This design comes from an exercise in tuning for small area on the open sky130 flow, not from production work.
Function was checked by simulation only, so behaviour that the tests miss may differ from the original.
The clock port is modelled as an ideal driver; clocking choices that lean on that would not hold on a real chip.
Power figures rest on the tool's default switching activity, not on a simulated workload.

==> flow/design.v <==
`timescale 1ns / 1ps
module uart_rx (
    input clk,
    input rst,
    input in,
    output notif,
    output reg [7:0] data,
    output send
);
  localparam [13:0] POL = 14'h0c93;
  localparam [13:0] J = 14'h3310;
  localparam [13:0] M = 14'h306c;
  localparam [13:0] T = 14'h3b4a;
  localparam [13:0] TMASK = 14'h3eb7;
  localparam [13:0] HOLD = 14'h15b5;
  localparam [13:0] TLOAD = 14'h0584;
  reg [3:0] p;
  reg [13:0] y;
  wire [13:0] c = y ^ POL;
  wire term = (c & TMASK) == (T & TMASK);
  wire idle = (p[3] & p[2] & p[1]) | (p[3] & p[2] & p[0]);   
  wire hold = rst | (p[3] & p[2]);   
  wire [13:0] st = {c[12:0], c[13] ^ c[12]};
  wire [13:0] cn = hold ? (st & ~HOLD) | (M & HOLD) : term ? (st & ~TLOAD) | (J & TLOAD) : st;
  always @(posedge clk) y <= cn ^ POL;
  wire inc = term | (~p[3] & ~p[2] & ~p[1]) | (p[3] & p[2]);
  always @(posedge clk) begin
    if (rst) p <= 4'd14;
    else if (idle) p <= in ? 4'd14 : 4'd1;
    else p <= p + {3'd0, inc};
  end
  always @(posedge clk) begin
    if (term && ((~p[3] & ~p[2] & p[0]))) data[4] <= in;   
    if (term && ((~p[3] & ~p[1] & ~p[0]))) data[5] <= in;   
    if (term && ((~p[3] & ~p[1] & p[0]))) data[6] <= in;   
    if (term && ((p[2] & p[1] & ~p[0]))) data[7] <= in;   
    if (term && ((p[2] & p[1] & p[0]))) data[0] <= in;   
    if (term && ((p[3] & ~p[1] & ~p[0]))) data[1] <= in;   
    if (term && ((p[3] & ~p[1] & p[0]))) data[2] <= in;   
    if (term && ((p[3] & p[1] & ~p[0]))) data[3] <= in;   
  end
  assign notif = ~((~p[3] & ~p[2] & ~p[1]) | (p[3] & p[2] & p[1]));   
  assign send = (p[3] & p[2] & p[0]);   
endmodule
`timescale 1ns / 1ps
module uart_tx (
    input clk,
    input rst,
    input send,
    input [7:0] data,
    output notif,
    output reg out
);
  localparam [13:0] J = 14'h3fe0;
  localparam [13:0] T = 14'h1ac4;
  localparam [13:0] TMASK = 14'h1ffb;
  localparam [13:0] TLOAD = 14'h0a69;
  localparam [13:0] HOLD = 14'h0021;
  localparam [13:0] POL = 14'h39c7;
  reg [3:0] p;
  reg [13:0] y;
  wire [13:0] c = y ^ POL;
  wire term = (c & TMASK) == (T & TMASK);
  wire idle = (p[3] & p[2] & p[1]);   
  wire pend = (~p[3] & ~p[2]);   
  wire [13:0] force_ = (term ? TLOAD : 14'd0) | ((idle | pend) ? HOLD : 14'd0);
  wire [13:0] cn = ({c[12:0], c[13] ^ c[12]} & ~force_) | (J & force_);
  always @(posedge clk) y <= cn ^ POL;
  wire inc = term | pend;
  always @(posedge clk) begin
    if (rst) p <= 4'd15;
    else if (idle) p <= send ? 4'd3 : 4'd15;
    else p <= p + {3'd0, inc};
  end
  always @(posedge clk) begin
    if (rst) out <= 1'b1;
    else if ((~p[3] & ~p[2])) out <= 1'b0;
    else if (term) out <= ~((~p[3]) | (~p[2])) | data[p[2:0]];
  end
  assign notif = ~((~p[3] & ~p[2]) | (p[3] & p[2] & p[1] & p[0]));   
endmodule
`timescale 1ns / 1ps
module top (
    input clk,
    input rst,
    input uart_txd_in,
    output uart_rxd_out,
    output [1:0] led
);
  wire [7:0] data;
  wire send;
  uart_rx uart_rx (
      .clk(clk),
      .rst(rst),
      .in(uart_txd_in),
      .notif(led[0]),
      .data(data),
      .send(send)
  );
  uart_tx uart_tx (
      .clk  (clk),
      .rst  (rst),
      .send (send),
      .data (data),
      .notif(led[1]),
      .out  (uart_rxd_out)
  );
endmodule
==> flow/config.mk <==
export PLATFORM = sky130hd
export DESIGN_NAME = top
export DESIGN_NICKNAME = top
export VERILOG_FILES = /design/flow/design.v
export SDC_FILE = /design/flow/constraint.sdc
export NUM_CORES = 4
export LEC_CHECK = 0
export CAP_MARGIN = 20
export CORE_MARGIN = 2
export CORE_UTILIZATION = 45
export PLACE_DENSITY = 0.9
export SLEW_MARGIN = 20
==> flow/constraint.sdc <==
create_clock -name core_clock -period 10.0 [get_ports {clk}]
set_input_delay 2.0000 -clock core_clock [delete_from_list [all_inputs] [get_ports {clk}]]
set_output_delay 2.0000 -clock core_clock [all_outputs]
set_load 0.01 [all_outputs]
standard.sh (not shown) runs the stock make flow with config.mk's settings and CLKGATE_MAP_FILE= SYNTH_SCRIPT=/design/flow/synth_recipe.tcl, a recipe that flattens the netlist after the stock synthesis.
==> flow/flow/run.sh <==
#!/bin/bash
# Own layout flow: the standard layout (standard.sh), except that
#  - synthesis is the standard flow's synthesis script with an area-oriented ABC script
#    (flow/synth.tcl, flow/abc_area.script); registers are mapped as before,
#  - the ports are buffered with the smallest buffer (buf_1),
#  - the clock tree is CTS_K clock buffers (CTS_BUF), each at the centre of
#    an equal share of the flip-flops (flow/cts.tcl), in place of TritonCTS;
#    a group with too slow a clock edge gets a stronger buffer (CTS_BIG_BUF),
#  - global routing ends with ORFS's power recovery, which downsizes gates
#    that have timing slack to spare.
# Each step's output goes to a log file of its own in this folder.
set -euo pipefail
export BUFFER_PORTS_ARGS="-buffer_cell sky130_fd_sc_hd__buf_1"
export RECOVER_POWER=100
export ABC_SCRIPT=$PWD/flow/abc_area.script
sed "s#SYNTH_SCRIPT=[^ ]*#SYNTH_SCRIPT=$PWD/flow/synth.tcl#" standard.sh > own_synth.sh
bash own_synth.sh synth > own_synth.log 2>&1
bash standard.sh place > standard_place.log 2>&1
R=orfs/results/${FLOW_PLATFORM}/top/base
CTS_BUF=sky130_fd_sc_hd__clkbuf_4 CTS_K=4 CTS_BIG_BUF=sky130_fd_sc_hd__buf_6 CTS_SLEW=0.112 \
  CTS_IN=$R/3_place.odb CTS_SDC=$R/3_place.sdc CTS_OUT=$R/4_1_cts.odb CTS_OUT_SDC=$R/4_cts.sdc \
  openroad -no_init -exit flow/cts.tcl > cts.log 2>&1
bash standard.sh > standard_finish.log 2>&1
==> flow/flow/cts.tcl <==
# Clock tree: the flip-flops are split into CTS_K groups by position
# (recursive bisection), and each group gets one clock buffer (CTS_BUF) at its centre,
# driven straight from the clock port. Then the placement is legalized.
set plat $::env(FLOW_HOME)/platforms/sky130hd
read_liberty $plat/lib/sky130_fd_sc_hd__tt_025C_1v80.lib
read_db $::env(CTS_IN)
read_sdc $::env(CTS_SDC)
source $plat/setRC.tcl

set block [ord::get_db_block]
set dbu [$block getDbUnitsPerMicron]
set K $::env(CTS_K)
set pts {}
foreach it [[$block findNet clk] getITerms] {
  set bb [[$it getInst] getBBox]
  set x [expr {([$bb xMin] + [$bb xMax]) / 2.0 / $dbu}]
  set y [expr {([$bb yMin] + [$bb yMax]) / 2.0 / $dbu}]
  lappend pts [list [$it getName] $x $y]
}
set n [llength $pts]
# K groups (K a power of two) of equal size by recursive bisection: each
# group is split in half along the longer side of its bounding box.
proc bisect {pts levels} {
  if {$levels == 0} { return [list $pts] }
  set xs [lsort -real [lmap p $pts {lindex $p 1}]]
  set ys [lsort -real [lmap p $pts {lindex $p 2}]]
  set idx [expr {([lindex $xs end] - [lindex $xs 0]) >= ([lindex $ys end] - [lindex $ys 0]) ? 1 : 2}]
  set sorted [lsort -real -index $idx $pts]
  set h [expr {[llength $sorted] / 2}]
  return [concat [bisect [lrange $sorted 0 [expr {$h - 1}]] [expr {$levels - 1}]] \
    [bisect [lrange $sorted $h end] [expr {$levels - 1}]]]
}
set levels [expr {int(round(log($K) / log(2)))}]
set groups [bisect $pts $levels]
set K [llength $groups]
set cs {}
foreach g $groups {
  set sx 0; set sy 0
  foreach p $g { set sx [expr {$sx + [lindex $p 1]}]; set sy [expr {$sy + [lindex $p 2]}] }
  lappend cs [list [expr {$sx / [llength $g]}] [expr {$sy / [llength $g]}]]
}
for {set k 0} {$k < $K} {incr k} {
  set g [lindex $groups $k]
  if {[llength $g] == 0} { continue }
  set pins {}
  foreach p $g { lappend pins [get_pins [lindex $p 0]] }
  set c [lindex $cs $k]
  puts "clock group $k: [llength $g] flip-flops, buffer at ($c)"
  insert_buffer -buffer_cell $::env(CTS_BUF) -net clk -load_pins $pins \
    -location [list [lindex $c 0] [lindex $c 1]] -buffer_name clkbuf_$k -net_name clk_$k
}
set_propagated_clock [all_clocks]
detailed_placement
check_placement -verbose
estimate_parasitics -placement
foreach it [[$block findNet clk] getITerms] {
  set inst [$it getInst]
  set onet ""
  foreach o [$inst getITerms] {
    if {[$o isOutputSignal]} { set onet [$o getNet] }
  }
  set mx 0
  foreach l [$onet getITerms] {
    if {[$l isOutputSignal]} { continue }
    set sl [get_property [get_pins [$l getName]] slew_max]
    if {$sl > $mx} { set mx $sl }
  }
  puts "clock buffer [$inst getName]: largest slew $mx"
  if {$mx > $::env(CTS_SLEW)} {
    puts "clock buffer [$inst getName]: resized to $::env(CTS_BIG_BUF)"
    replace_cell [$inst getName] $::env(CTS_BIG_BUF)
  }
}
detailed_placement
check_placement -verbose
estimate_parasitics -placement
set mx 0
foreach p [get_pins -hierarchical */CLK] {
  set s [get_property $p slew_max]
  if {$s > $mx} { set mx $s }
}
puts "largest clock pin slew (placement estimate): $mx"
report_clock_skew
report_checks -path_delay min
report_checks -path_delay max
write_db $::env(CTS_OUT)
write_sdc -no_timestamp $::env(CTS_OUT_SDC)
Other scripts of this flow, unchanged in this note and not shown: flow/flow/abc_area.script, flow/flow/synth.tcl
==> next run, changes <==
--- a/flow/flow/run.sh
+++ b/flow/flow/run.sh
@@ -20 +20 @@
-CTS_BUF=sky130_fd_sc_hd__clkbuf_4 CTS_K=4 CTS_BIG_BUF=sky130_fd_sc_hd__buf_6 CTS_SLEW=0.112 \
+CTS_BUF=sky130_fd_sc_hd__clkbuf_4 CTS_K=4 CTS_BIG_BUF=sky130_fd_sc_hd__clkbuf_8 CTS_SLEW=0.112 \
After rerunning:
- The changed run passed the timing, DRC and antenna checks
- fmax stays flat
- cell count stays the same
- sequential share of layout area decreases by 0.10 points

* * *

Another version of the RTL of top (not shown whole).
For scale: ~160 cells after synthesis, about 45 flip-flops, about 6 I/O pins, ~1700 µm² of cells after synthesis.
Settings: LEC_CHECK=0, CAP_MARGIN=20, CORE_MARGIN=2, CORE_UTILIZATION=40, SLEW_MARGIN=20; clock period 10.0 ns.
==> flow/flow/run.sh <==
#!/bin/bash
# Standard layout, with the smallest buffer on the ports and a clock tree
# built from one kind of buffer, without dummy loads.
set -euo pipefail
export BUFFER_PORTS_ARGS="-buffer_cell sky130_fd_sc_hd__buf_1"
export CTS_ARGS="-sink_clustering_enable -repair_clock_nets -dont_use_dummy_load -buf_list sky130_fd_sc_hd__clkbuf_8 -root_buf sky130_fd_sc_hd__clkbuf_8 -sink_clustering_size 50 -sink_clustering_max_diameter 500"
bash standard.sh > standard.log 2>&1
Next try:
==> flow/flow/run.sh (replaced) <==
#!/bin/bash
# Standard layout, with the smallest buffer on the ports and a clock tree
# built from one kind of buffer, without dummy loads.
set -euo pipefail
export BUFFER_PORTS_ARGS="-buffer_cell sky130_fd_sc_hd__buf_1"
export CTS_ARGS="-sink_clustering_enable -repair_clock_nets -dont_use_dummy_load -buf_list sky130_fd_sc_hd__clkbuf_16 -root_buf sky130_fd_sc_hd__clkbuf_16 -sink_clustering_size 50 -sink_clustering_max_diameter 500"
bash standard.sh > standard.log 2>&1
After rerunning:
- power grows by 16%
- first-iteration DRC count shrinks by 14%
- synthesized area is unchanged
- wire length grows by 4.3%
- critical path depth is unchanged
- final area grows by 3.2%
- synthesized cell count stays the same
- non-clock buffer count stays the same

* * *

Starting RTL as in the previous note.
clock: 10.0 ns
lec_check: 0
cap_margin: 20
core_margin: 2
core_utilization: 70
slew_margin: 20
==> flow/flow/run.sh <==
#!/bin/bash
# Own layout flow: the standard layout (standard.sh), except that
#  - synthesis is the standard flow's synthesis script with an area-oriented ABC script
#    (flow/synth.tcl, flow/abc_area.script); registers are mapped as before,
#  - the ports are buffered with the smallest buffer (buf_1),
#  - the clock tree is CTS_K clock buffers (CTS_BUF), each at the centre of
#    an equal share of the flip-flops (flow/cts.tcl), in place of TritonCTS,
#  - global routing ends with ORFS's power recovery, which downsizes gates
#    that have timing slack to spare.
# Each step's output goes to a log file of its own in this folder.
set -euo pipefail
export BUFFER_PORTS_ARGS="-buffer_cell sky130_fd_sc_hd__buf_1"
export RECOVER_POWER=100
export ABC_SCRIPT=$PWD/flow/abc_area.script
sed "s#SYNTH_SCRIPT=[^ ]*#SYNTH_SCRIPT=$PWD/flow/synth.tcl#" standard.sh > own_synth.sh
bash own_synth.sh synth > own_synth.log 2>&1
bash standard.sh place > standard_place.log 2>&1
R=orfs/results/${FLOW_PLATFORM}/top/base
CTS_BUF=sky130_fd_sc_hd__clkbuf_4 CTS_K=4 \
  CTS_IN=$R/3_place.odb CTS_SDC=$R/3_place.sdc CTS_OUT=$R/4_1_cts.odb CTS_OUT_SDC=$R/4_cts.sdc \
  openroad -no_init -exit flow/cts.tcl > cts.log 2>&1
bash standard.sh > standard_finish.log 2>&1
Other scripts of this flow, unchanged in this note and not shown: flow/flow/abc_area.script, flow/flow/cts.tcl, flow/flow/synth.tcl
==> next run, changes <==
CORE_UTILIZATION = 45   (was 70)
PLACE_DENSITY = 0.9   (was unset)
After rerunning: The new run ran to the end with no violations. Area after synthesis is unchanged. Sequential power hardly moves. Worst hold slack stays flat.

[separate check: timing with driven ports]
The flow's constraints put no driver on any port. The routed layouts listed below were extracted and timed again, unchanged, in two steps.
Step 1 assumes that a clkbuf_16 drives the clock port and a buf_2 every other input.
Step 2 times the ports against the registers' clock, not the clock port: input delays grow and output delays shrink by t, the midpoint of the rising clock arrivals with the driver on.
Slacks: no drivers / after step 1 / after step 2; pairs: no drivers / after step 1.
| run | shift t [ns] | slack for setup (ns) | clock arrival spread, ns |
|---|---|---|---|
| the first run of note 1 | 0.185 | 6.815 / 6.767 / 6.952 | 0.058 / 0.058 |
| the second run of note 1 | 0.199 | 6.813 / 6.764 / 6.963 | 0.032 / 0.033 |
| the first run of note 2 | 0.304 | 6.788 / 6.762 / 7.066 | 0.026 / 0.025 |
| the second run of note 2 | 0.302 | 6.794 / 6.764 / 7.066 | 0.018 / 0.018 |
| the first run of note 3 | 0.201 | 6.715 / 6.680 / 6.880 | 0.007 / 0.007 |
| the second run of note 3 | 0.205 | 6.747 / 6.706 / 6.911 | 0.009 / 0.009 |
After both steps setup and hold are still met in every run listed.
